This design comes from an exercise in tuning for small area on the open sky130 flow, not from production work. In this exercise RTL edits were held to simulation tests only and were not proved equivalent to the original. Power figures rest on the tool's default switching activity, not on a simulated workload.

==> design.v <==
module divs(input clk, input reset, output reg clk_1s, output reg clk_5ms, output tick_1s, output tick_5ms, output ph_b);
reg [8:0] lf1;
reg [6:0] lf2;
wire term1 = &{lf1[7:5], lf1[3:0]};
wire term2 = &{lf2[6:4], lf2[2], lf2[0]};
wire clr1 = reset | term1;
wire clr2 = reset | term2;
always @(posedge clk) begin
	lf1 <= clr1 ? 9'b111111101 : {lf1[7:0], ~(lf1[8] ^ lf1[3])};
	lf2 <= clr2 ? 7'b0000101   : {lf2[5:0], ~(lf2[6] ^ lf2[0])};
	clk_1s  <= ~reset & (clk_1s ^ term1);
	clk_5ms <= ~reset & (clk_5ms ^ term2);
end
assign tick_1s  = term1 & ~clk_1s;
assign ph_b = clk_1s & (&{lf1[8:7], lf1[5:2], lf1[0]});
assign tick_5ms = term2 & ~clk_5ms;
endmodule
module tk(input clk, input reset, input tick_1s, input ph_b, input up, input down, input change,
  output reg [5:0] sec, output reg [5:0] min, output reg [4:0] hour, output reg [7:0] day, output reg [7:0] month);
wire b_min   = tick_1s & up   & ~change;
wire b_hour  = tick_1s & down & ~change;
wire b_day   = tick_1s & down &  change;
wire b_month = tick_1s & up   &  change;
wire c_sec  = ph_b & (sec == 6'd0);
wire e_min  = b_min | c_sec;
wire c_min  = c_sec & (min == 6'd59);
wire e_hour = b_hour | c_min;
wire c_hour = c_min & (hour == 5'd23);
wire e_day  = b_day | c_hour;
wire [5:0] sec_i = sec + tick_1s;
wire [5:0] min_i = min + e_min;
wire [4:0] hour_i = hour + e_hour;
wire [7:0] day_i = day + e_day;
wire m31 = (month == 8'd1) | (month == 8'd3) | (month == 8'd5) | (month == 8'd7) |
           (month == 8'd8) | (month == 8'd10) | (month == 8'd12);
wire m30 = (month == 8'd4) | (month == 8'd6) | (month == 8'd9) | (month == 8'd11);
wire roll = ph_b & (m31 ? (day_i == 8'd31) : m30 ? (day_i == 8'd30) : (day_i == 8'd28));
wire e_month = b_month | roll;
wire [7:0] month_i = month + e_month;
wire clr_sec = reset | (tick_1s & sec == 6'd59);
wire clr_min = reset | (e_min & min == 6'd59);
wire clr_hour = reset | (e_hour & hour == 5'd23);
wire clr_day = reset | (b_day & day == 8'd29) | roll;
wire clr_month = reset | (b_month & (month >= 8'd12)) | (roll & month == 8'd11);
always @(posedge clk) begin
	sec <= clr_sec ? 6'd0 : sec_i;
	min <= clr_min ? 6'd0 : min_i;
	hour <= clr_hour ? 5'd0 : hour_i;
	day <= clr_day ? 8'd0 : day_i;
	month <= clr_month ? 8'd0 : month_i;
end
endmodule
module disp(input clk, input reset, input tick_5ms, input change, input [5:0] sec, input [5:0] min, input [4:0] hour, input [7:0] day, input [7:0] month,
  output [6:0] Out, output [5:0] control);
reg [2:0] ds;
reg [3:0] oc;
wire [2:0] cnt = (ds == 3'd7) ? 3'd0 : ds;
wire [5:0] v = change ? (cnt[2] ? day[5:0] : cnt[1] ? month[5:0] : 6'd22)
                      : (cnt[2] ? {1'b0, hour} : cnt[1] ? min : sec);
wire [2:0] tens = (v >= 6'd50) ? 3'd5 : (v >= 6'd40) ? 3'd4 : (v >= 6'd30) ? 3'd3 :
                  (v >= 6'd20) ? 3'd2 : (v >= 6'd10) ? 3'd1 : 3'd0;
wire [3:0] units = v - tens * 4'd10;
wire [3:0] dig = cnt[0] ? {1'b0, tens} : units;
wire hold = (cnt == 3'd5) & tens[2];
always @(posedge clk) begin
	if (reset) begin
		ds <= 3'd7;
		oc <= 4'd15;
	end else if (tick_5ms) begin
		ds <= (cnt == 3'd5) ? 3'd0 : cnt + 3'd1;
		if (!hold) oc <= dig;
	end
end
assign control = (ds == 3'd1) ? 6'b100000 : (ds == 3'd2) ? 6'b010000 :
                 (ds == 3'd3) ? 6'b001000 : (ds == 3'd4) ? 6'b000100 :
                 (ds == 3'd5) ? 6'b000010 : (ds == 3'd0) ? 6'b000001 : 6'b000000;
assign Out = (oc == 4'd0) ? 7'b1000000 : (oc == 4'd1) ? 7'b1111001 :
             (oc == 4'd2) ? 7'b0100100 : (oc == 4'd3) ? 7'b0110000 :
             (oc == 4'd4) ? 7'b0011001 : (oc == 4'd5) ? 7'b0010010 :
             (oc == 4'd6) ? 7'b0000010 : (oc == 4'd7) ? 7'b1111000 :
             (oc == 4'd8) ? 7'b0000000 : (oc == 4'd15) ? 7'b1111111 : 7'b0010000;
endmodule
module day_time(Out, clk_1s, clk_5ms, up, down, clk, control, change, reset);
input clk, up, down, change, reset;
output [5:0] control; output [6:0] Out; output clk_1s, clk_5ms;
wire t1, t5, pb; wire [5:0] sec, min; wire [4:0] hour; wire [7:0] day, month;
divs u_d(.clk(clk), .reset(reset), .clk_1s(clk_1s), .clk_5ms(clk_5ms), .tick_1s(t1), .tick_5ms(t5), .ph_b(pb));
tk u_t(.clk(clk), .reset(reset), .tick_1s(t1), .ph_b(pb), .up(up), .down(down), .change(change), .sec(sec), .min(min), .hour(hour), .day(day), .month(month));
disp u_p(.clk(clk), .reset(reset), .tick_5ms(t5), .change(change), .sec(sec), .min(min), .hour(hour), .day(day), .month(month), .Out(Out), .control(control));
endmodule
==> run.sh <==
#!/bin/bash
# synth_recipe.tcl (not shown) runs the flow's synth.tcl, then flattens the netlist and writes it again
# the make line also repeats each setting of config.mk as NAME=value (left out here)
make -C /OpenROAD-flow-scripts/flow DESIGN_CONFIG=/design/flow/config.mk WORK_HOME=/design/flow/orfs CLKGATE_MAP_FILE= SYNTH_SCRIPT=/design/flow/synth_recipe.tcl finish
==> config.mk <==
export PLATFORM = sky130hd
export DESIGN_NAME = day_time
export DESIGN_NICKNAME = day_time
export VERILOG_FILES = /design/flow/design.v
export SDC_FILE = /design/flow/constraint.sdc
export NUM_CORES = 4
export LEC_CHECK = 0
export ABC_AREA = 1
export CAP_MARGIN = 20
export CORE_MARGIN = 2
export CORE_UTILIZATION = 40
export SLEW_MARGIN = 20
==> constraint.sdc <==
create_clock -name core_clock -period 15.0 [get_ports {clk}]
set_input_delay 3.0000 -clock core_clock [delete_from_list [all_inputs] [get_ports {clk}]]
set_output_delay 3.0000 -clock core_clock [all_outputs]
set_load 0.01 [all_outputs]
==> flow_summary_export.csv, run 1 <==
group,metric,value,unit
synthesis,synth_cells,442,
setup_path,crit_path_end_kind,"flop",
setup_path,r2r_setup_slack,11260,ps
drt,vias_per_cell,4.682,
setup_path,r2r_end,"u_t.month[6]$_SDFF_PP0_",
place,globalplace.congestion,0.8677,
floorplanning,rows,32,
floorplanning,ios,20,
final_layout,nNetsFinal,485,
timing,fin_crit_sh,0.3887,
place,dp_hpwl,4966,microns
clock_network,cts_hold_buf,0,
synthesis,syn_area_per_cell,7.068,sq um
floorplanning,dieArea,8533,sq um
setup_path,crit_type,"in2reg",
synthesis,synth_area,3124,sq um
synthesis,yosys.area.top_type,"dfxtp_1",
floorplanning,die_w,92.38,microns
worst_hold_path,hp-class,"reg2reg",
status,status,"timing/DRC/antenna clean",
global_routing,grt_max_degree,15,
drt,final_antenna_net_count,0,
timing,drv_slew,0,
final_layout,layout-drive-gt1-share,0.09342,
floorplanning,core,7647,sq um
clock_network,cts-resized-gates,0,
worst_hold_path,holdPathEnd,"u_d.lf2[4]$_SDFF_PP0_",
timing,hold_violations,0,
clock_network,clkTransAtPathRegs,70,ps
setup_path,critPathArrivalTime,6060,ps
drt,wl_per_cell,11.25,microns
final_layout,finalNonFillerCells,573,
drt,firstDrtPassIters,4,
setup_path,cp_max_fo,6,
final_layout,final_cell_mix,"nand2_1 (81), nor2_1 (68), inv_1 (66), dfxtp_1 (58), nand3_1 (40)",
drt,drt_iter0_markers,113,
clock_network,clock_latency,350,ps
synthesis,synth_seq_area_share,0.3716,
global_routing,grt_pass1_vias,2656,
clock_network,htree_levels,3,
timing,setup_viol,0,
floorplanning,dieHeight,92.38,microns
floorplanning,initial_core_util,0.4085,
clock_network,post_cts_buffers,0,
global_routing,grt_antenna_before_repair,0,
setup_path,startpoint_type,"primary input",
worst_hold_path,hold_depth,2,
clock_network,clockRootBuffer,"clkbuf_8",
power_and_ir_drop,peakVddDrop,63.71,uV
synthesis,yosys_warnings,3,
timing,tns,0,ps
drt,dr_total_vias,2683,
timing,finalCriticalPeriod,5831,ps
synthesis,synth_seq_cells,58,
final_layout,syn2layout_area_growth,16.30,%
timing,tightest_slew,993.3,ps
drt,drcViolationCount,0,
worst_hold_path,worstHoldStart,"u_d.lf2[3]$_SDFF_PP0_",
synthesis,synth_top_area_frac,0.3716,
global_routing,grt_pass1_wl,11590,microns
drt,routed_wl,6444,microns
job,max-cap-violations,0,
power_and_ir_drop,power_density,98.25,nW/um^2
clock_network,cts_sinks,58,
place,io_buffers,19,
setup_path,r2r-start,"u_d.lf1[5]$_SDFF_PP1_",
synthesis,synthTopCellsByArea,"dfxtp_1 (37%), nand2_1 (9.7%), nor2_1 (8.2%)",
global_routing,overflow,0,
setup_path,worstPathRequired,15230,ps
global_routing,grtUsageTotal,0.1734,
clock_network,cts_made_buffers,9,
synthesis,syn-num-nets,461,
clock_network,cts_tree,"yes",
timing,max_slew_margin,0.3291,
setup_path,r2r_cells,21,
final_layout,layout_commonest_cell,"nand2_1",
synthesis,synth.distinct_cells,37,
timing,fin_worst_skew,9.866,ps
power_and_ir_drop,power_leakage,1.571,nW
timing,max_freq,0.1715,GHz
final_layout,diodes,0,
final_layout,fill_cells,781,
place,dp_cells,557,
timing,rsz0062_at_grt,"false",
clock_network,cts.path.max_buffers,2,
==> critical path, stage by stage <==
cell	delay [ps]
clkdlybuf4s50_1	580
nand3_1	150
o21ai_0	120
ha_1	230
ha_1	230
nand4_1	120
xor2_1	210
nand4_1	110
nor2_1	100
nand4_1	170
nand2_1	130
ha_1	180
ha_1	190
nand3_1	120
nor3_1	220
xnor2_1	150
nor2_1	60
==> worst max-delay path by stage <==
| stage | slack, ps | startpoint | end | cells past startpoint |
|---|---|---|---|---|
| 3_3_place_gp | 8990 | change | u_t.month[7]$_SDFF_PP0_ | 18 |
| 2_1_floorplan | 9800 | down | u_t.month[7]$_SDFF_PP0_ | 16 |
| 6_report | 9170 | change | u_t.month[6]$_SDFF_PP0_ | 17 |
| 4_1_cts | 9190 | change | u_t.month[6]$_SDFF_PP0_ | 17 |
| 3_5_place_dp | 8830 | change | u_t.month[7]$_SDFF_PP0_ | 17 |
| 5_1_grt | 8850 | change | u_t.month[7]$_SDFF_PP0_ | 18 |
==> per-layer routing <==
layer | share of wire | GRT usage | vias to the layer above | routed length [microns]
met5 | 0 | 0 | - | 0
met4 | 0.021 | 0.07463 | 0 | 137
met3 | 0.031 | 0.04719 | 13 | 201
met2 | 0.48 | 0.3005 | 31 | 3122
met1 | 0.46 | 0.2001 | 1196 | 2983
li1 | - | - | 1443 | -
==> synth_stat cells, drive strengths merged <==
library cell / instances
a32o: 1
nand2: 85
nor2: 70
o211ai: 3
ha: 13
o41ai: 1
buf: 4
dfxtp: 58
nor4: 4
clkbuf: 2
or2: 6
nand3b: 1
inv: 75
o31ai: 2
a21oi: 15
nand3: 40
o21ai: 15
nor3: 9
clkinv: 1
mux2i: 1
fa: 1
a221o: 1
xor2: 21
and3: 1
xnor2: 4
nand4: 7
o21a: 1
==> through the flow <==
step / setup slack, ps / total power [W] / cell area [sq um] / util / hold slack [ps]
after global routing: 8845 / 0.0003746 / 3633 / 0.4751 / 449.4
after floorplan: 9800 / 0.0001877 / 3124 / - / 392.5
after global placement: 8987 / 0.0001966 / 3407 / 0.4455 / 402.7
final: 9169 / 0.0003570 / 3633 / 0.4751 / 416.2
after CTS: 9187 / 0.0003617 / 3633 / 0.4751 / 419.3
after detailed placement: 8833 / 0.0001969 / 3407 / 0.4455 / 406.8
==> power breakdown <==
| part | internal [W] | switching, W | total, W | leakage (nW) |
|---|---|---|---|---|
| combinational | 0.0000122 | 0.0000189 | 0.0000311 | 0.990 |
| sequential | 0.000159 | 0.00000356 | 0.000163 | 0.471 |
| clock | 0.0000948 | 0.0000686 | 0.000163 | 0.110 |
==> cell families after synthesis <==
family / share of synthesized area
multiplexers: 0.003204
AND/OR/NAND/NOR: 0.3148
adder cells (fa/ha/maj): 0.05847
AO/OA/AOI/OAI: 0.07930
flip-flops: 0.3716
buffers and inverters: 0.1025
XOR/XNOR: 0.07008
==> flip-flops by register name (all words and copies together), names as in the netlist, 3 cells and up <==
signal and flops:
u_t.sec 6, u_d.lf2 7, u_t.min 6, u_t.month 8
u_p.oc 4, u_t.hour 5, u_d.lf1 9, u_t.day 8
u_p.ds 3
==> layout make-up <==
| class | count | area, sq um | area share |
|---|---|---|---|
| Timing Repair Buffer | 19 | 190.2 | 0.05234 |
| Clock inverter | 7 | 102.6 | 0.02824 |
| Multi-Input combinational cell | 302 | 1643 | 0.4521 |
| Tap cell | 102 | 127.6 | 0.03512 |
| Clock buffer | 9 | 123.9 | 0.03409 |
| Sequential cell | 58 | 1161 | 0.3196 |
| Inverter | 76 | 285.3 | 0.07851 |
==> run 2, diff against run 1 <==
--- a/config.mk
+++ b/config.mk
@@ -8,5 +8,9 @@
 export ABC_AREA = 1
 export CAP_MARGIN = 20
 export CORE_MARGIN = 2
-export CORE_UTILIZATION = 40
+export CORE_UTILIZATION = 60
+export CTS_BUF_LIST = sky130_fd_sc_hd__clkbuf_4
+export CTS_CLUSTER_DIAMETER = 100
+export CTS_CLUSTER_SIZE = 60
+export PLACE_DENSITY = 0.8
 export SLEW_MARGIN = 20
==> flow_summary_export.csv, run 2 <==
group,metric,value,unit
status,status,"timing/DRC/antenna clean",
setup_path,crit_type,"in2reg",
place,dp_cells,525,
setup_path,r2r_end,"u_t.month[7]$_SDFF_PP0_",
final_layout,fill_cells,449,
timing,fin_crit_sh,0.3837,
synthesis,synthTopCellsByArea,"dfxtp_1 (37%), nand2_1 (9.7%), nor2_1 (8.2%)",
final_layout,largest_reg_flops,9,
global_routing,overflow,0,
clock_network,clockRootBuffer,"clkbuf_4",
drt,dr_total_vias,2730,
synthesis,synth.distinct_cells,37,
setup_path,crit_path_end_kind,"flop",
setup_path,critPathLaunch,"change",
final_layout,layout_commonest_cell,"nand2_1",
clock_network,clock_latency,400,ps
timing,max_freq,0.1738,GHz
global_routing,grt_max_degree,15,
setup_path,crit_end,"u_t.month[7]$_SDFF_PP0_",
synthesis,yosys.area.top_type,"dfxtp_1",
synthesis,syn-num-nets,461,
floorplanning,initial_core_util,0.6156,
setup_path,r2r-start,"u_d.lf1[5]$_SDFF_PP1_",
drt,drcViolationCount,0,
clock_network,cts_made_buffers,9,
synthesis,synth_seq_area_share,0.3716,
synthesis,synth_ff_type,"dfxtp_1",
synthesis,synth_area,3124,sq um
timing,fin_worst_skew,7.716,ps
setup_path,cp_max_fo,6,
synthesis,synth_seq_cells,58,
global_routing,grt_antenna_before_repair,0,
synthesis,synthTopCellsByCount,"nand2_1 (81), nor2_1 (68), inv_1 (66), dfxtp_1 (58), nand3_1 (40)",
timing,tns,0,ps
final_layout,diodes,0,
global_routing,use_met2,0.3813,
floorplanning,rows,26,
setup_path,critPathArrivalTime,6050,ps
global_routing,use_met3,0.05687,
synthesis,synth_cells,442,
setup_path,r2r_setup_slack,11370,ps
timing,tightest_slew,931.6,ps
setup_path,startpoint_type,"primary input",
setup_path,worstPathRequired,15290,ps
place,globalplace.congestion,0.9555,
synthesis,synth_top_area_frac,0.3716,
final_layout,layout-drive-gt1-share,0.08936,
clock_network,cts.path.max_buffers,2,
floorplanning,dieHeight,76.16,microns
synthesis,synth_most_common_cell,"nand2_1",
final_layout,nNetsFinal,485,
synthesis,synth_edf_count,0,
global_routing,grtUsageTotal,0.2304,
place,dp_hpwl,4646,microns
floorplanning,die_w,76.16,microns
global_routing,use_met1,0.2850,
job,max-cap-violations,0,
floorplanning,ios,20,
clock_network,cts_sinks,58,
timing,max_slew_margin,0.3708,
drt,wl_per_cell,11.33,microns
drt,firstDrtPassIters,4,
clock_network,htree_levels,3,
global_routing,grt_pass1_wl,10760,microns
timing,setup_viol,0,
final_layout,reg.largest.list,"u_d.lf1 x9, u_t.day x8, u_t.month x8",
clock_network,clkTransAtPathRegs,90,ps
synthesis,syn_area_per_cell,7.068,sq um
synthesis,synth-async-reset-ratio,0,
global_routing,gr-max-usage-layer,"met2",
drt,final_antenna_net_count,0,
worst_hold_path,hp-class,"reg2reg",
power_and_ir_drop,power_leakage,1.535,nW
setup_path,r2r_cells,21,
timing,rsz0062_at_grt,"false",
floorplanning,dieArea,5800,sq um
timing,hold_violations,0,
clock_network,cts-resized-gates,0,
drt,routed_wl,6118,microns
timing,finalCriticalPeriod,5755,ps
drt,drt_iter0_markers,106,
clock_network,cts_tree,"yes",
clock_network,cts_hold_buf,0,
final_layout,largest-register,"u_d.lf1",
final_layout,syn2layout_area_growth,11.81,%
power_and_ir_drop,peakVddDrop,69.18,uV
final_layout,final_cell_mix,"nand2_1 (81), nor2_1 (68), inv_1 (66), dfxtp_1 (58), nand3_1 (40)",
clock_network,post_cts_buffers,0,
synthesis,yosys_warnings,3,
power_and_ir_drop,power_density,86.10,nW/um^2
final_layout,finalNonFillerCells,540,
floorplanning,core,5075,sq um
timing,drv_slew,0,
global_routing,grt_pass1_vias,2529,
place,io_buffers,19,
drt,vias_per_cell,5.056,
## run 2: cell count changes in the layout (fill, tap and decap cells not counted)
cell | previous run | this run
clkbuf_4 | 0 | 11
clkbuf_8 | 9 | 0
clkinv_4 | 3 | 0
clkinv_2 | 0 | 2
bufinv_16 | 2 | 1
clkinv_1 | 1 | 2
clkinvlp_4 | 1 | 0
inv_6 | 1 | 0
## run 2: cell families (layout without fill, tap and decap cells)
kind of cell	count (synthesis)	after routing	synth area share
AND/OR/NAND/NOR	223	223	0.3148
flip-flops	58	58	0.3716
buffers and inverters	82	110	0.1025
multiplexers	1	1	0.003204
AO/OA/AOI/OAI	39	39	0.07930
XOR/XNOR	25	25	0.07008
adder cells (fa/ha/maj)	14	14	0.05847
## run 2: area by class of cell
type	instances	area (sq um)	share of cell area
sequential	58	1161	0.3324
inverter	76	285.3	0.08166
timing repair buffer	19	190.2	0.05444
clock buffer	11	82.58	0.02364
clock inverter	4	43.79	0.01254
tap	70	87.58	0.02507
multi-input combinational	302	1643	0.4703
## run 2: worst min-delay path by stage
stage                     startpoint               endpoint  depth (start not counted)
5_1_grt        u_d.lf2[1]$_SDFF_PP0_  u_d.lf2[2]$_SDFF_PP1_                          1
2_1_floorplan  u_d.lf2[1]$_SDFF_PP0_  u_d.lf2[2]$_SDFF_PP1_                          1
6_report       u_d.lf2[3]$_SDFF_PP0_  u_d.lf2[4]$_SDFF_PP0_                          2
3_3_place_gp   u_d.lf2[1]$_SDFF_PP0_  u_d.lf2[2]$_SDFF_PP1_                          1
3_5_place_dp   u_d.lf2[3]$_SDFF_PP0_  u_d.lf2[4]$_SDFF_PP0_                          2
4_1_cts        u_d.lf2[3]$_SDFF_PP0_  u_d.lf2[4]$_SDFF_PP0_                          2
## run 2: worst max-delay path, stage by stage
cell and delay, ps:
clkdlybuf4s50_1 580, nand3_1 140, o21ai_0 130, ha_1 240, ha_1 220, nand4_1 130
xor2_1 220, nand4_1 120, nor2_1 100, nand4_1 170, nand2_1 110, ha_1 170
nand3_1 120, nor3_1 270, nand3_1 130, xor2_1 150, nor2_1 60
## run 2: metal layers
metal / wire length, microns / up-vias
li1: - / 1442
met1: 2881 / 1230
met2: 2858 / 48
met3: 283 / 10
met4: 93 / 0
met5: 0 / -
## run 2: power by group
part	leakage, nW	internal (W)	switching [W]
clock network	0.0741	0.0000527	0.0000553
logic	0.990	0.0000122	0.0000182
registers	0.471	0.000159	0.00000348
## run 2: through the flow
| stage | power, W | util | hold slack (ps) | cell area (sq um) | setup WS (ps) |
|---|---|---|---|---|---|
| after CTS | 0.0003029 | 0.6884 | 414.6 | 3493 | 9309 |
| after floorplan | 0.0001877 | - | 392.5 | 3124 | 9800 |
| after global placement | 0.0001952 | 0.6635 | 395.1 | 3367 | 9028 |
| final | 0.0003008 | 0.6884 | 413.3 | 3493 | 9245 |
| after global routing | 0.0003157 | 0.6884 | 454.1 | 3493 | 8946 |
| after detailed placement | 0.0001960 | 0.6635 | 400.0 | 3367 | 8862 |
==> run 3, diff against run 2 <==
--- a/config.mk
+++ b/config.mk
@@ -9,8 +9,8 @@
 export CAP_MARGIN = 20
 export CORE_MARGIN = 2
 export CORE_UTILIZATION = 60
-export CTS_BUF_LIST = sky130_fd_sc_hd__clkbuf_4
-export CTS_CLUSTER_DIAMETER = 100
-export CTS_CLUSTER_SIZE = 60
+export CTS_BUF_LIST = sky130_fd_sc_hd__clkbuf_2 sky130_fd_sc_hd__clkbuf_4
+export CTS_CLUSTER_DIAMETER = 60
+export CTS_CLUSTER_SIZE = 20
 export PLACE_DENSITY = 0.8
 export SLEW_MARGIN = 20
==> flow_summary_export.csv, run 3 <==
group,metric,value,unit
final_layout,finalNonFillerCells,540,
power_and_ir_drop,combPwrFrac,0.101,
setup_path,r2r_cells,21,
synthesis,synth_fa_ha_area_frac,0.05847,
timing,max_slew_margin,0.3708,
synthesis,synth_xor_xnor_area_share,0.07008,
synthesis,synth_seq_cells,58,
final_layout,reg.largest.list,"u_d.lf1 x9, u_t.day x8, u_t.month x8",
synthesis,synth_ff_type,"dfxtp_1",
drt,routed_wl,6118,microns
global_routing,grt_pass1_vias,2529,
setup_path,startpoint_type,"primary input",
floorplanning,dieArea,5800,sq um
floorplanning,initial_core_util,0.6156,
synthesis,synth_mux_area_frac,0.003204,
clock_network,post_cts_buffers,0,
setup_path,critPathLaunch,"change",
floorplanning,dieHeight,76.16,microns
synthesis,synthTopCellsByCount,"nand2_1 (81), nor2_1 (68), inv_1 (66), dfxtp_1 (58), nand3_1 (40)",
drt,wl_per_cell,11.33,microns
final_layout,final_cell_mix,"nand2_1 (81), nor2_1 (68), inv_1 (66), dfxtp_1 (58), nand3_1 (40)",
place,io_buffers,19,
worst_hold_path,hp-class,"reg2reg",
synthesis,synth_cells,442,
synthesis,synth.distinct_cells,37,
timing,finalCriticalPeriod,5755,ps
timing,holdWs,413.3,ps
setup_path,r2r-start,"u_d.lf1[5]$_SDFF_PP1_",
synthesis,synth_compound_area_frac,0.07930,
setup_path,crit_end,"u_t.month[7]$_SDFF_PP0_",
timing,drv_slew,0,
floorplanning,die_w,76.16,microns
drt,final_antenna_net_count,0,
global_routing,grt_max_degree,15,
synthesis,synth_top_area_frac,0.3716,
timing,tightest_slew,931.6,ps
synthesis,synth-async-reset-ratio,0,
setup_path,r2r_end,"u_t.month[7]$_SDFF_PP0_",
setup_path,r2r_setup_slack,11370,ps
synthesis,synth_top_family_by_area,"simple AND/OR/NAND/NOR gates",
synthesis,yosys.area.top_type,"dfxtp_1",
synthesis,synthTopCellsByArea,"dfxtp_1 (37%), nand2_1 (9.7%), nor2_1 (8.2%)",
synthesis,yosys.area_share.simple,0.3148,
power_and_ir_drop,p_sw,0.00007703,W
drt,dr_total_vias,2730,
setup_path,crit_path_end_kind,"flop",
timing,max_freq,0.1738,GHz
place,dp_hpwl,4646,microns
drt,vias_per_cell,5.056,
final_layout,layout-drive-gt1-share,0.08936,
power_and_ir_drop,power_leakage,1.535,nW
final_layout,nNetsFinal,485,
drt,drcViolationCount,0,
power_and_ir_drop,swShare,0.2561,
clock_network,cts_hold_buf,0,
power_and_ir_drop,clockPowerShare,0.359,
timing,rsz0062_at_grt,"false",
power_and_ir_drop,peakVddDrop,69.18,uV
clock_network,clock_latency,400,ps
floorplanning,rows,26,
clock_network,htree_levels,3,
global_routing,grtUsageTotal,0.2304,
synthesis,syn_area_per_cell,7.068,sq um
final_layout,utilization,0.6884,
drt,firstDrtPassIters,4,
synthesis,synth_area,3124,sq um
power_and_ir_drop,internal_power,0.0002238,W
power_and_ir_drop,total_power,0.0003008,W
place,globalplace.congestion,0.9555,
setup_path,critPathArrivalTime,6050,ps
clock_network,cts_made_buffers,9,
place,dp_cells,525,
timing,setup_viol,0,
clock_network,cts.path.max_buffers,2,
power_and_ir_drop,p_seq_frac,0.540,
synthesis,syn-num-nets,461,
power_and_ir_drop,power_density,86.10,nW/um^2
timing,hold_violations,0,
final_layout,largest_reg_flops,9,
drt,drt_iter0_markers,106,
synthesis,yosys_warnings,3,
synthesis,synth_seq_area_share,0.3716,
clock_network,clkTransAtPathRegs,90,ps
global_routing,overflow,0,
worst_hold_path,worstHoldStart,"u_d.lf2[3]$_SDFF_PP0_",
clock_network,cts_tree,"yes",
status,status,"timing/DRC/antenna clean",
final_layout,syn2layout_area_growth,11.81,%
final_layout,largest-register,"u_d.lf1",
setup_path,crit_type,"in2reg",
setup_path,cp_max_fo,6,
timing,tns,0,ps
clock_network,clockRootBuffer,"clkbuf_4",
global_routing,grt_antenna_before_repair,0,
job,max-cap-violations,0,
final_layout,diodes,0,
synthesis,synth_edf_count,0,
timing,fin_crit_sh,0.3837,
setup_path,worstPathRequired,15290,ps
clock_network,cts_sinks,58,
floorplanning,core,5075,sq um
timing,fin_worst_skew,7.716,ps
global_routing,grt_pass1_wl,10760,microns
clock_network,cts-resized-gates,0,
synthesis,synth_most_common_cell,"nand2_1",
floorplanning,ios,20,
final_layout,layout_commonest_cell,"nand2_1",
-- run 3: cell counts after synthesis --
Identical to the previous run, type by type.
-- run 3: area by class of cell --
class / count / area (sq um)
clock buffer: 11 / 82.58
clock inverter: 4 / 43.79
fill: 449 / 1582
inverter: 76 / 285.3
multi-input combinational: 302 / 1643
sequential: 58 / 1161
tap: 70 / 87.58
timing repair buffer: 19 / 190.2
-- run 3: stage by stage --
stage | area, sq um | setup slack (ps)
2_1_floorplan | 3124 | 9800
3_3_place_gp | 3367 | 9028
3_5_place_dp | 3367 | 8862
4_1_cts | 3493 | 9309
5_1_grt | 3493 | 8946
6_report | 3493 | 9245
-- run 3: worst min-delay path by stage --
stage	endpoint	cells past startpoint	slack, ps
after floorplan	u_d.lf2[2]$_SDFF_PP1_	1	390
after global placement	u_d.lf2[2]$_SDFF_PP1_	1	400
after detailed placement	u_d.lf2[4]$_SDFF_PP0_	2	400
after CTS	u_d.lf2[4]$_SDFF_PP0_	2	410
after global routing	u_d.lf2[2]$_SDFF_PP1_	1	450
final	u_d.lf2[4]$_SDFF_PP0_	2	410
-- run 3: power groups by stage --
stage | combinational (W) | clock (W) | sequential, W
floorplan | 0.0000223 | 0 | 0.000165
global placement | 0.0000293 | 0 | 0.000166
detailed placement | 0.0000300 | 0 | 0.000166
CTS | 0.0000303 | 0.000110 | 0.000162
global route | 0.0000351 | 0.000117 | 0.000163
finish | 0.0000304 | 0.000108 | 0.000162
-- run 3: logic make-up after synthesis --
family,Yosys count
multiplexers,1
XOR/XNOR,25
AND/OR/NAND/NOR,223
adder cells (fa/ha/maj),14
flip-flops,58
buffers and inverters,82
AO/OA/AOI/OAI,39
-- run 3: worst max-delay path, stage by stage --
cell             delay [ps]
clkdlybuf4s50_1         580
nand3_1                 140
o21ai_0                 130
ha_1                    240
ha_1                    220
nand4_1                 130
xor2_1                  220
nand4_1                 120
nor2_1                  100
nand4_1                 170
nand2_1                 110
ha_1                    170
nand3_1                 120
nor3_1                  270
nand3_1                 130
xor2_1                  150
nor2_1                   60
-- run 3: per-layer routing --
layer,global-route usage,wire length [microns],part of all wire,up-vias
met5,0,0,0,-
met2,0.3813,2858,0.47,48
met3,0.05687,283,0.046,10
met4,0.1036,93,0.015,0
li1,-,-,-,1442
met1,0.2850,2881,0.47,1230
==> run 4, diff against run 3 <==
==> flow/run.sh (new file) <==
#!/bin/bash
# Standard layout, with buf_1 port buffers and a clock tree without dummy loads.
set -euo pipefail
CTS="-sink_clustering_enable -repair_clock_nets -dont_use_dummy_load -buf_list sky130_fd_sc_hd__clkbuf_8 -root_buf sky130_fd_sc_hd__clkbuf_8 -sink_clustering_size 60 -sink_clustering_max_diameter 200"
for t in synth floorplan place cts route finish; do
  bash standard.sh "BUFFER_PORTS_ARGS=-buffer_cell sky130_fd_sc_hd__buf_1" "CTS_ARGS=$CTS" $t > log_$t.txt 2>&1
done
==> standard.sh (new file) <==
#!/bin/bash
# synth_recipe.tcl (not shown) runs the flow's synth.tcl, then flattens the netlist and writes it again
# the make line also repeats each setting of config.mk as NAME=value (left out here)
make -C /OpenROAD-flow-scripts/flow DESIGN_CONFIG=/design/flow/config.mk WORK_HOME=/design/flow/orfs CLKGATE_MAP_FILE= SYNTH_SCRIPT=/design/flow/synth_recipe.tcl "${@:-finish}"
--- a/config.mk
+++ b/config.mk
@@ -9,8 +9,5 @@
 export CAP_MARGIN = 20
 export CORE_MARGIN = 2
 export CORE_UTILIZATION = 60
-export CTS_BUF_LIST = sky130_fd_sc_hd__clkbuf_2 sky130_fd_sc_hd__clkbuf_4
-export CTS_CLUSTER_DIAMETER = 60
-export CTS_CLUSTER_SIZE = 20
 export PLACE_DENSITY = 0.8
 export SLEW_MARGIN = 20
removed: run.sh
==> flow_summary_export.csv, run 4 <==
group,metric,value,unit
setup_path,cpLargestDelayFamily,"simple AND/OR/NAND/NOR gates",
synthesis,synth_mux_area_frac,0.003204,
status,status,"timing/DRC/antenna clean",
global_routing,grt_max_degree,15,
final_layout,reg.largest.list,"u_d.lf1 x9, u_t.day x8, u_t.month x8",
worst_hold_path,hold_depth,2,
power_and_ir_drop,power_density,87.48,nW/um^2
global_routing,grtUsageTotal,0.2280,
clock_network,cts_hold_buf,0,
worst_hold_path,worstHoldStart,"u_d.lf2[3]$_SDFF_PP0_",
setup_path,crit_path_end_kind,"flop",
final_layout,fill_cells,475,
setup_path,critPathArrivalTime,5670,ps
final_layout,design_area,3372,sq um
clock_network,cts_tree,"yes",
final_layout,diodes,0,
synthesis,yosys_warnings,3,
clock_network,htree_levels,3,
timing,fin_worst_skew,16.35,ps
timing,tightest_slew,973.0,ps
drt,vias_per_cell,5.176,
timing,drv_slew,0,
global_routing,grt_pass1_vias,2503,
place,io_buffers,19,
synthesis,synth_top_family_by_area,"simple AND/OR/NAND/NOR gates",
floorplanning,ios,20,
floorplanning,initial_core_util,0.6156,
synthesis,synth.distinct_cells,37,
power_and_ir_drop,internal_power,0.0002230,W
clock_network,cts.path.max_buffers,2,
synthesis,synth_seq_cells,58,
synthesis,synth_edf_count,0,
clock_network,cts-resized-gates,0,
setup_path,critPathLaunch,"change",
drt,routed_wl,6141,microns
setup_path,r2r_cells,22,
synthesis,yosys.area.top_type,"dfxtp_1",
floorplanning,dieHeight,76.16,microns
timing,fin_crit_sh,0.3637,
floorplanning,core,5075,sq um
power_and_ir_drop,peakVddDrop,67.47,uV
clock_network,post_cts_buffers,0,
drt,firstDrtPassIters,5,
synthesis,syn-num-nets,461,
synthesis,synth_fa_ha_area_frac,0.05847,
synthesis,synthTopCellsByArea,"dfxtp_1 (37%), nand2_1 (9.7%), nor2_1 (8.2%)",
global_routing,grt_antenna_before_repair,0,
final_layout,syn2layout_area_growth,7.929,%
synthesis,synth_most_common_cell,"nand2_1",
timing,max_freq,0.1833,GHz
final_layout,nNetsFinal,485,
floorplanning,die_w,76.16,microns
synthesis,synth_seq_area_share,0.3716,
synthesis,synth_ff_type,"dfxtp_1",
final_layout,final_cell_mix,"nand2_1 (81), nor2_1 (68), inv_1 (66), dfxtp_1 (58), nand3_1 (40)",
place,placed_area,3248,sq um
final_layout,largest-register,"u_d.lf1",
place,dp_hpwl,4689,microns
synthesis,synth_compound_area_frac,0.07930,
setup_path,startpoint_type,"primary input",
setup_path,cp.depth,18,
timing,finalCriticalPeriod,5455,ps
synthesis,synth_cells,442,
synthesis,yosys.area_share.simple,0.3148,
timing,tns,0,ps
setup_path,cp_max_fo,6,
setup_path,r2r-start,"u_d.lf1[2]$_SDFF_PP1_",
clock_network,cts_made_buffers,9,
setup_path,cp_slowest_cell,"nor3_1",
synthesis,synth_xor_xnor_area_share,0.07008,
drt,wl_per_cell,11.50,microns
power_and_ir_drop,power_leakage,1.474,nW
timing,setup_viol,0,
setup_path,crit_type,"in2reg",
final_layout,layout-drive-gt1-share,0.07974,
clock_network,cts_sinks,58,
timing,final.setup.worst_slack,9545,ps
drt,final_antenna_net_count,0,
synthesis,synth_top_area_frac,0.3716,
place,globalplace.congestion,0.9391,
power_and_ir_drop,swShare,0.2439,
setup_path,crit_path_max_incr_delay,270,ps
power_and_ir_drop,clockPowerShare,0.350,
drt,drcViolationCount,0,
power_and_ir_drop,p_seq_frac,0.552,
final_layout,multi_input_area,1643,sq um
global_routing,grt_pass1_wl,10640,microns
clock_network,clock_latency,340,ps
final_layout,largest_reg_flops,9,
setup_path,worstPathRequired,15210,ps
setup_path,path_buf_inv,1,
final_layout,regArea,1161,sq um
power_and_ir_drop,p_sw,0.00007195,W
synthesis,synth-async-reset-ratio,0,
timing,rsz0062_at_grt,"false",
power_and_ir_drop,combPwrFrac,0.098,
floorplanning,rows,26,
synthesis,synthTopCellsByCount,"nand2_1 (81), nor2_1 (68), inv_1 (66), dfxtp_1 (58), nand3_1 (40)",
global_routing,overflow,0,
timing,hold_violations,0,
job,max-cap-violations,0,
clock_network,clkTransAtPathRegs,60,ps
final_layout,layout_commonest_cell,"nand2_1",
timing,max_slew_margin,0.3428,
clock_network,clockRootBuffer,"clkbuf_8",
drt,drt_iter0_markers,139,
drt,dr_total_vias,2764,
floorplanning,dieArea,5800,sq um
worst_hold_path,hp-class,"reg2reg",
synthesis,synth_area,3124,sq um
synthesis,syn_area_per_cell,7.068,sq um
place,place_ws,9253,ps
setup_path,r2r_setup_slack,11370,ps
setup_path,worstPathCellList,"buf_1, nand3_1, o21ai_0, ha_1, ha_1, nand2_1, xor2_1, nor2_1, nand4_1, nor2_1, nand4_1, nand2_1, ha_1, nand3_1, nor3_1, nand3_1, xor2_1, nor2_1",
[run 4: cell counts after synthesis]
No cell type changed its count.
[run 4: area by class of cell]
class,count,share of cell area
Clock buffer,9,0.03673
Inverter,76,0.08460
Multi-Input combinational cell,302,0.4872
Sequential cell,58,0.3443
Tap cell,70,0.02597
Timing Repair Buffer,19,0.02115
[run 4: final timing paths]
check / endpoint
min reg2reg: u_d.lf2[4]$_SDFF_PP0_
max: u_t.month[7]$_SDFF_PP0_
max reg2reg: u_t.month[7]$_SDFF_PP0_
min: u_d.lf2[4]$_SDFF_PP0_
[run 4: cell families after synthesis]
logic type | Yosys count
mux | 1
xor+xnor | 25
fa+ha+maj | 14
simple gates | 223
compound gates | 39
buf+inv | 82
flops | 58
[run 4: through the flow]
stage                     hold WS [ps]  utilization  power [W]  cells
after floorplan                  392.5            -  0.0001877    442
after global routing             423.4       0.6644  0.0003095    534
after detailed placement         397.7       0.6400  0.0001946    525
final                            410.3       0.6644  0.0002950    534
after CTS                        413.4       0.6644  0.0002983    534
after global placement           394.4       0.6400  0.0001937    525
[run 4: power groups by stage]
stage	registers [W]	logic, W	clock network [W]
after CTS	0.000163	0.0000288	0.000107
after global placement	0.000166	0.0000277	0
after global routing	0.000163	0.0000334	0.000113
after detailed placement	0.000166	0.0000285	0
after floorplan	0.000165	0.0000223	0
final	0.000163	0.0000289	0.000103
[run 4: layer usage]
layer,share of wire,GRT usage
met5,0,0
met3,0.040,0.04858
met1,0.46,0.2743
met2,0.48,0.3768
met4,0.021,0.1345
[run 4: worst register-to-register path: stages (launching register included)]
cell and delay (ps):
dfxtp_1 330, nand2_1 60, nor2_1 100, nand3_1 90, nor3_1 200, ha_1 290, nand3_1 130, o21ai_0 120
ha_1 240, ha_1 230, nand2_1 90, xor2_1 160, nor2_1 90, nand4_1 100, nor2_1 100, nand4_1 170
nand2_1 120, ha_1 170, nand3_1 110, nor3_1 270, nand3_1 130, xor2_1 150, nor2_1 60
==> run 5, diff against run 4 <==
==> flow/run.sh (replaced) <==
#!/bin/bash
# Standard layout, with buf_1 port buffers and a clock tree without dummy loads.
set -euo pipefail
CTS="-sink_clustering_enable -repair_clock_nets -dont_use_dummy_load -buf_list sky130_fd_sc_hd__clkbuf_4 -sink_clustering_size 30 -sink_clustering_max_diameter 100"
for t in synth floorplan place cts route finish; do
  bash standard.sh "BUFFER_PORTS_ARGS=-buffer_cell sky130_fd_sc_hd__buf_1" "CTS_ARGS=$CTS" $t > log_$t.txt 2>&1
done
==> flow_summary_export.csv, run 5 <==
group,metric,value,unit
setup_path,startpoint_type,"primary input",
final_layout,syn2layout_area_growth,6.127,%
final_layout,largest-register,"u_d.lf1",
timing,max_freq,0.1871,GHz
worst_hold_path,hold_depth,2,
setup_path,crit_path_max_incr_delay,270,ps
power_and_ir_drop,combPwrFrac,0.108,
timing,fin_worst_skew,26.14,ps
timing,finalCriticalPeriod,5346,ps
worst_hold_path,worstHoldStart,"u_d.lf2[3]$_SDFF_PP0_",
synthesis,yosys.area_share.simple,0.3148,
place,globalplace.congestion,0.9391,
clock_network,post_cts_buffers,0,
synthesis,yosys.area.top_type,"dfxtp_1",
setup_path,r2r_end,"u_t.month[7]$_SDFF_PP0_",
drt,dr_total_vias,2747,
synthesis,synth_xor_xnor_area_share,0.07008,
clock_network,clkTransAtPathRegs,90,ps
synthesis,synth_area,3124,sq um
clock_network,cts_made_buffers,9,
final_layout,regArea,1161,sq um
power_and_ir_drop,p_sw,0.00006895,W
clock_network,cts.path.max_buffers,2,
worst_hold_path,hp-class,"reg2reg",
setup_path,cp_slowest_cell,"nor3_1",
synthesis,synth_cells,442,
synthesis,yosys_warnings,3,
synthesis,synth_most_common_cell,"nand2_1",
final_layout,nNetsFinal,485,
setup_path,worstPathRequired,15290,ps
synthesis,synth.distinct_cells,37,
floorplanning,core,5075,sq um
clock_network,htree_levels,3,
power_and_ir_drop,total_power,0.0002663,W
synthesis,synth_edf_count,0,
drt,drt_iter0_markers,134,
synthesis,synth_top_family_by_area,"simple AND/OR/NAND/NOR gates",
final_layout,final_cell_mix,"nand2_1 (81), nor2_1 (68), inv_1 (66), dfxtp_1 (58), nand3_1 (40)",
setup_path,crit_type,"in2reg",
synthesis,synth_fa_ha_area_frac,0.05847,
floorplanning,die_w,76.16,microns
clock_network,clockRootBuffer,"clkbuf_4",
synthesis,synth_seq_cells,58,
synthesis,synth-async-reset-ratio,0,
synthesis,synth_compound_area_frac,0.07930,
setup_path,r2r_setup_slack,11390,ps
synthesis,syn-num-nets,461,
drt,drcViolationCount,0,
floorplanning,dieArea,5800,sq um
setup_path,crit_path_end_kind,"flop",
timing,final.setup.worst_slack,9654,ps
timing,setup_viol,0,
final_layout,layout-drive-gt1-share,0.07974,
final_layout,fill_cells,486,
drt,firstDrtPassIters,4,
synthesis,synth_seq_area_share,0.3716,
power_and_ir_drop,internal_power,0.0001974,W
drt,routed_wl,6060,microns
setup_path,r2r_cells,22,
clock_network,cts_tree,"yes",
floorplanning,dieHeight,76.16,microns
setup_path,cp_max_fo,6,
synthesis,synthTopCellsByArea,"dfxtp_1 (37%), nand2_1 (9.7%), nor2_1 (8.2%)",
synthesis,syn_area_per_cell,7.068,sq um
synthesis,synth_top_area_frac,0.3716,
worst_hold_path,holdPathEnd,"u_d.lf2[4]$_SDFF_PP0_",
final_layout,utilization,0.6534,
global_routing,grt_pass1_wl,10590,microns
timing,max_slew_margin,0.3297,
synthesis,synth_ff_type,"dfxtp_1",
timing,hold_violations,0,
clock_network,cts-resized-gates,0,
place,place_ws,9253,ps
setup_path,worstPathCellList,"buf_1, nand3_1, o21ai_0, ha_1, ha_1, nand2_1, xor2_1, nor2_1, nand4_1, nor2_1, nand4_1, nand2_1, ha_1, nand3_1, nor3_1, nand3_1, xor2_1, nor2_1",
timing,tns,0,ps
final_layout,reg.largest.list,"u_d.lf1 x9, u_t.day x8, u_t.month x8",
timing,holdWs,415.6,ps
power_and_ir_drop,peakVddDrop,64.19,uV
floorplanning,initial_core_util,0.6156,
power_and_ir_drop,swShare,0.2589,
final_layout,multi_input_area,1643,sq um
global_routing,grtUsageTotal,0.2268,
global_routing,grt_max_degree,15,
power_and_ir_drop,clockPowerShare,0.281,
job,max-cap-violations,0,
floorplanning,ios,20,
synthesis,synthTopCellsByCount,"nand2_1 (81), nor2_1 (68), inv_1 (66), dfxtp_1 (58), nand3_1 (40)",
clock_network,clock_latency,410,ps
place,io_buffers,19,
power_and_ir_drop,power_density,80.32,nW/um^2
global_routing,grt_pass1_vias,2511,
status,status,"timing/DRC/antenna clean",
global_routing,overflow,0,
timing,fin_crit_sh,0.3564,
synthesis,synth_mux_area_frac,0.003204,
final_layout,largest_reg_flops,9,
final_layout,layout_commonest_cell,"nand2_1",
clock_network,cts_sinks,58,
power_and_ir_drop,power_leakage,1.450,nW
global_routing,grt_antenna_before_repair,0,
timing,drv_slew,0,
drt,vias_per_cell,5.144,
setup_path,critPathArrivalTime,5640,ps
drt,final_antenna_net_count,0,
timing,tightest_slew,992.5,ps
setup_path,r2r-start,"u_d.lf1[2]$_SDFF_PP1_",
drt,wl_per_cell,11.35,microns
timing,rsz0062_at_grt,"false",
power_and_ir_drop,p_seq_frac,0.611,
final_layout,diodes,0,
floorplanning,rows,26,
clock_network,cts_hold_buf,0,
place,dp_hpwl,4689,microns
## run 5: cell counts after synthesis
Identical to the previous run, type by type.
## run 5: logic make-up (layout without fill, tap and decap cells)
group	after synthesis	after routing
mux	1	1
flops	58	58
buf+inv	82	104
simple gates	223	223
xor+xnor	25	25
compound gates	39	39
fa+ha+maj	14	14
## run 5: per-layer routing
metal | global-route usage | share of wire | vias to the layer above
li1 | - | - | 1437
met1 | 0.2735 | 0.46 | 1241
met2 | 0.3723 | 0.48 | 60
met3 | 0.06280 | 0.049 | 9
met4 | 0.1145 | 0.017 | 0
met5 | 0 | 0 | -
## run 5: power by group through the flow
| stage | registers [W] | logic, W | clock network [W] |
|---|---|---|---|
| 6_report | 0.000163 | 0.0000289 | 0.0000748 |
| 5_1_grt | 0.000163 | 0.0000334 | 0.0000852 |
| 4_1_cts | 0.000163 | 0.0000287 | 0.0000785 |
| 3_5_place_dp | 0.000166 | 0.0000285 | 0 |
| 3_3_place_gp | 0.000166 | 0.0000277 | 0 |
| 2_1_floorplan | 0.000165 | 0.0000223 | 0 |
## run 5: worst max path at each step
stage,startpoint,endpoint,depth (start not counted)
2_1_floorplan,down,u_t.month[7]$_SDFF_PP0_,16
3_3_place_gp,change,u_t.month[7]$_SDFF_PP0_,18
3_5_place_dp,change,u_t.month[7]$_SDFF_PP0_,18
4_1_cts,change,u_t.month[7]$_SDFF_PP0_,18
5_1_grt,change,u_t.month[7]$_SDFF_PP0_,18
6_report,change,u_t.month[7]$_SDFF_PP0_,18
## run 5: critical path: cells and delay by family
kind | cells | cell delay, ps
and+or+nand+nor | 11 | 1390
buffers and inverters | 1 | 200
xor gates and xnor gates | 2 | 310
adders and majority gates | 3 | 610
AOI/OAI and AO/OA | 1 | 120
## run 5: per-stage QoR
stage	cell area (sq um)	instances
2_1_floorplan	3124	442
3_3_place_gp	3248	525
3_5_place_dp	3248	525
4_1_cts	3316	534
5_1_grt	3316	534
6_report	3316	534
## run 5: cell type report
type | instances | share of cell area
Clock buffer | 9 | 0.02038
Tap cell | 70 | 0.02642
Inverter | 76 | 0.08604
Sequential cell | 58 | 0.3502
Timing Repair Buffer | 19 | 0.02151
Multi-Input combinational cell | 302 | 0.4955

-- static timing again, ports no longer ideal --
No port has a modelled driver above. Below, the same layouts with a new extraction and two added sets of constraints.
Step 1 assumes that a clkbuf_16 drives the clock port and a buf_2 every other input.
Step 2 also shifts input and output timing later by t, the mid clock arrival at the registers, as if the neighbouring blocks saw the same clock.
Three values: ideal ports, drivers, drivers and shift; two values: the first two.
run	t, ns	setup WS [ns]	worst hold slack (ns)	clock arrival spread, ns	cell pins on the clock port's net
run 1	0.375	9.169 / 9.179 / 8.804	0.416 / 0.416 / 0.416	0.010 / 0.010	1
run 2	0.425	9.245 / 9.247 / 8.822	0.413 / 0.413 / 0.413	0.008 / 0.008	1
run 3	0.425	9.245 / 9.247 / 8.822	0.413 / 0.413 / 0.413	0.008 / 0.008	1
run 4	0.361	9.545 / 9.540 / 9.178	0.410 / 0.410 / 0.410	0.017 / 0.017	1
run 5	0.425	9.654 / 9.643 / 9.218	0.416 / 0.416 / 0.416	0.026 / 0.027	1
After both steps setup and hold are still met in every run listed. For run 5, which loses most, drivers alone change the setup slack by -0.011 ns; drivers and shift together by -0.436 ns.
